Background: an optimization exercise with open tools, aiming at small area and a short achievable clock period. Do not read the settings as production practice. Function was checked by simulation only, so behaviour that the tests miss may differ from the original. Power and IR drop assume default switching activity.

// vi_exe
module vi_exe(
input		clk_i,
input		rsn_i,
input		kill_i,
input	[31:0]	instr_i,
input	[31:0]	pc_i,
input	[31:0]	data_a_i,
input	[31:0]	data_b_i,
input	[4:0]	write_addr_i,
input		int_write_enable_i,
output	[31:0]	exe_result_o,
output		exe_illegal_o,
output	[4:0]	mult_wr_en_o,
output	[24:0]	mult_addr_o,
output	[31:0]	mult5_data_o,
output	[31:0]	mult5_instr_o,
output	[31:0]	mult5_pc_o);
wire clr = !rsn_i || kill_i;
wire	[31:0]	d_x, d_y;
wire		d_sub, d_eq, d_sum, d_br, d_sll, d_sys, d_mul, d_illegal;
alu_decode alu_decode(
	.instr_i	(instr_i),
	.pc_i		(pc_i),
	.data_a_i	(data_a_i),
	.data_b_i	(data_b_i),
	.x_o		(d_x),
	.y_o		(d_y),
	.sub_o		(d_sub),
	.eq_o		(d_eq),
	.sum_o		(d_sum),
	.br_o		(d_br),
	.sll_o		(d_sll),
	.sys_o		(d_sys),
	.mul_o		(d_mul),
	.illegal_o	(d_illegal)
);
wire		mul_f3 = instr_i[14:12] == 3'b000;
wire	[32:0]	b_ext = {data_b_i, 1'b0};
wire	[15:0]	d_booth_one, d_booth_two, d_booth_neg;
genvar gj;
generate
	for (gj = 0; gj < 16; gj = gj + 1) begin : booth_enc
		assign d_booth_one[gj] = mul_f3 & (b_ext[2*gj+1] ^ b_ext[2*gj]);
		assign d_booth_two[gj] = mul_f3 & ((b_ext[2*gj+2] & ~b_ext[2*gj+1] & ~b_ext[2*gj]) |
		                                   (~b_ext[2*gj+2] & b_ext[2*gj+1] & b_ext[2*gj]));
		assign d_booth_neg[gj] = mul_f3 & b_ext[2*gj+2] & ~(b_ext[2*gj+1] & b_ext[2*gj]);
	end
endgenerate
reg	[31:0]	exe_instruction;
reg	[31:0]	exe_pc;
reg	[31:0]	exe_x;
reg	[31:0]	exe_y;
reg	[4:0]	exe_write_addr;
reg		exe_valid;
reg		exe_sub, exe_eq;
reg		exe_sum, exe_br, exe_sll, exe_sys, exe_mul_we, exe_ill;
reg	[15:0]	exe_booth_one, exe_booth_two, exe_booth_neg;
always @(posedge clk_i)
begin
	exe_instruction <= instr_i;
	exe_pc <= pc_i;
	exe_x <= d_x;
	exe_y <= d_y;
	exe_write_addr <= write_addr_i;
	exe_booth_one <= d_booth_one;
	exe_booth_two <= d_booth_two;
	exe_booth_neg <= d_booth_neg;
	exe_valid <= !clr;
	exe_sub <= d_sub;
	exe_eq <= d_eq;
	exe_sum <= !clr && d_sum;
	exe_br <= !clr && d_br;
	exe_sll <= !clr && d_sll;
	exe_sys <= !clr && d_sys;
	exe_mul_we <= !clr && d_mul && int_write_enable_i;	 
  ...
Settings: LEC_CHECK=0, CAP_MARGIN=5, CORE_MARGIN=2, CORE_UTILIZATION=40, CTS_CLUSTER_DIAMETER=80, CTS_CLUSTER_SIZE=28, SLEW_MARGIN=5, SYNTH_HIERARCHICAL=1; clock period 10.0 ns.
standard.sh (not shown) runs the stock make flow with config.mk's settings and CLKGATE_MAP_FILE= SYNTH_SCRIPT=/design/flow/synth_recipe.tcl, a recipe that flattens the netlist after the stock synthesis.
==> flow/flow/run.sh <==
#!/bin/bash
set -euo pipefail
export SETUP_SLACK_MARGIN=6.8
export POST_GLOBAL_PLACE_TCL="$PWD/flow/ports.tcl"
export BUFFER_PORTS_ARGS="-buffer_cell sky130_fd_sc_hd__buf_2"
bash standard.sh > standard.log 2>&1
==> flow/flow/ports.tcl <==
# Run after global placement (POST_GLOBAL_PLACE_TCL): the flow's buffer_ports
# gave every port a buf_2; the input ports' buffers become buf_1 (the
# resizer may size them up again where timing needs it).
foreach inst [get_cells input*] {
  if {[get_property [get_lib_cells -of_objects $inst] name] == "sky130_fd_sc_hd__buf_2"} {
    replace_cell $inst sky130_fd_sc_hd__buf_1
  }
}
The starting point passed the timing, DRC and antenna checks.
Edit:
Settings changed: CAP_MARGIN 5 to 20, SLEW_MARGIN 5 to 20.
Power stays flat.
Clock power is about the same.
Routed wire length hardly moves.
Final area barely changes.
Non-clock buffer count does not change.
Hold slack is about the same.
Global-route usage is unchanged.
Via count hardly moves.


== v56 ==
Starting RTL as in the previous note.
clock: 10.0 ns
lec_check: 0
cap_margin: 20
core_margin: 2
core_utilization: 40
cts_cluster_diameter: 80
cts_cluster_size: 28
slew_margin: 20
synth_hierarchical: 1
==> flow/flow/ports.tcl <==
# Run after global placement (POST_GLOBAL_PLACE_TCL): the flow's buffer_ports
# gave every port a buf_2; the input ports' buffers become buf_1 (the
# resizer may size them up again where timing needs it).
foreach inst [concat [get_cells input*] [get_cells output*]] {
  if {[get_property [get_lib_cells -of_objects $inst] name] == "sky130_fd_sc_hd__buf_2"} {
    replace_cell $inst sky130_fd_sc_hd__buf_1
  }
}
Scripts as last shown in full above: flow/flow/run.sh
[inputs] v35 vs v56
Settings: PLACE_DENSITY newly set to 0.75.
==> flow/flow/ports.tcl <==
# Run after global placement (POST_GLOBAL_PLACE_TCL): the flow's buffer_ports
# gave every port a buf_2; the input ports' buffers become buf_1 (the
# resizer may size them up again where timing needs it).
foreach inst [get_cells input*] {
  if {[get_property [get_lib_cells -of_objects $inst] name] == "sky130_fd_sc_hd__buf_2"} {
    replace_cell $inst sky130_fd_sc_hd__buf_1
  }
}
[summary]
- Between v35 and v56, the combinational power does not differ in any meaningful way.
- From v56 to v35 the numbers moved as follows: sum of routed wire length over all layers went down 3.2%, post-layout net count held, worst setup slack went down 37 ps.
Setup changes, v35 to v4
Settings: PLACE_DENSITY removed (was 0.75).
==> flow/flow/run.sh <==
#!/bin/bash
set -euo pipefail
export SETUP_SLACK_MARGIN=6.8
export PRE_GLOBAL_PLACE_TCL="$PWD/flow/ports.tcl"
export BUFFER_PORTS_ARGS="-inputs -buffer_cell sky130_fd_sc_hd__buf_1"
bash standard.sh > standard.log 2>&1
==> flow/flow/ports.tcl <==
# Run before global placement: buffer the outputs with buf_2 here; the flow's
# own buffer_ports call (BUFFER_PORTS_ARGS) then buffers the inputs with buf_1.
buffer_ports -outputs -buffer_cell sky130_fd_sc_hd__buf_2
### Flow results
- Re final period utilization: v35 and v4 aren't equal, and the higher value belongs to v35.
- [v4] cell area after layout fell 850 µm² relative to v35
- Diff v35 -> v4: data arrival time of the worst path has decreased, combinational share of power decreased by 0.6 points relative to the old numbers, sequential share of layout area shows an increase of 0.89 points, wire length of the first global-routing pass went up 1.9%.

==> separate check: timing with driven ports <==
The results above use ideal ports. As a check the final layouts listed here were re-extracted and re-timed, cells and wires unchanged. Step 1, drivers: a clkbuf_16 drives clk_i and a buf_2 each remaining input, both assumed. Step 2 also shifts input and output timing later by t, the mid clock arrival at the registers, as if the neighbouring blocks saw the same clock. Slacks: ideal ports / drivers / drivers and shift; pairs: ideal ports / drivers.
run | shift t [ns] | setup WS [ns] | worst setup path at the end | slew at the worst register clock pin (ns) | worst data-port slew with drivers (ns)
the first run of note 1 | 0.678 | 6.847 / 6.791 / 6.241 | input to register | 0.11 / 0.11 | 0.15
the second run of note 1 | 0.679 | 6.849 / 6.794 / 6.253 | input to register | 0.11 / 0.11 | 0.14
v56 | 0.693 | 6.856 / 6.787 / 6.219 | input to register | 0.11 / 0.11 | 0.13
v35 | 0.702 | 6.819 / 6.794 / 6.225 | input to register | 0.11 / 0.11 | 0.16
v4 | 0.693 | 6.846 / 6.812 / 6.304 | input to register | 0.11 / 0.11 | 0.14
After both steps every run listed still meets setup and hold. For v56, which loses most, drivers alone change the setup slack by -0.069 ns; drivers and shift together by -0.637 ns.
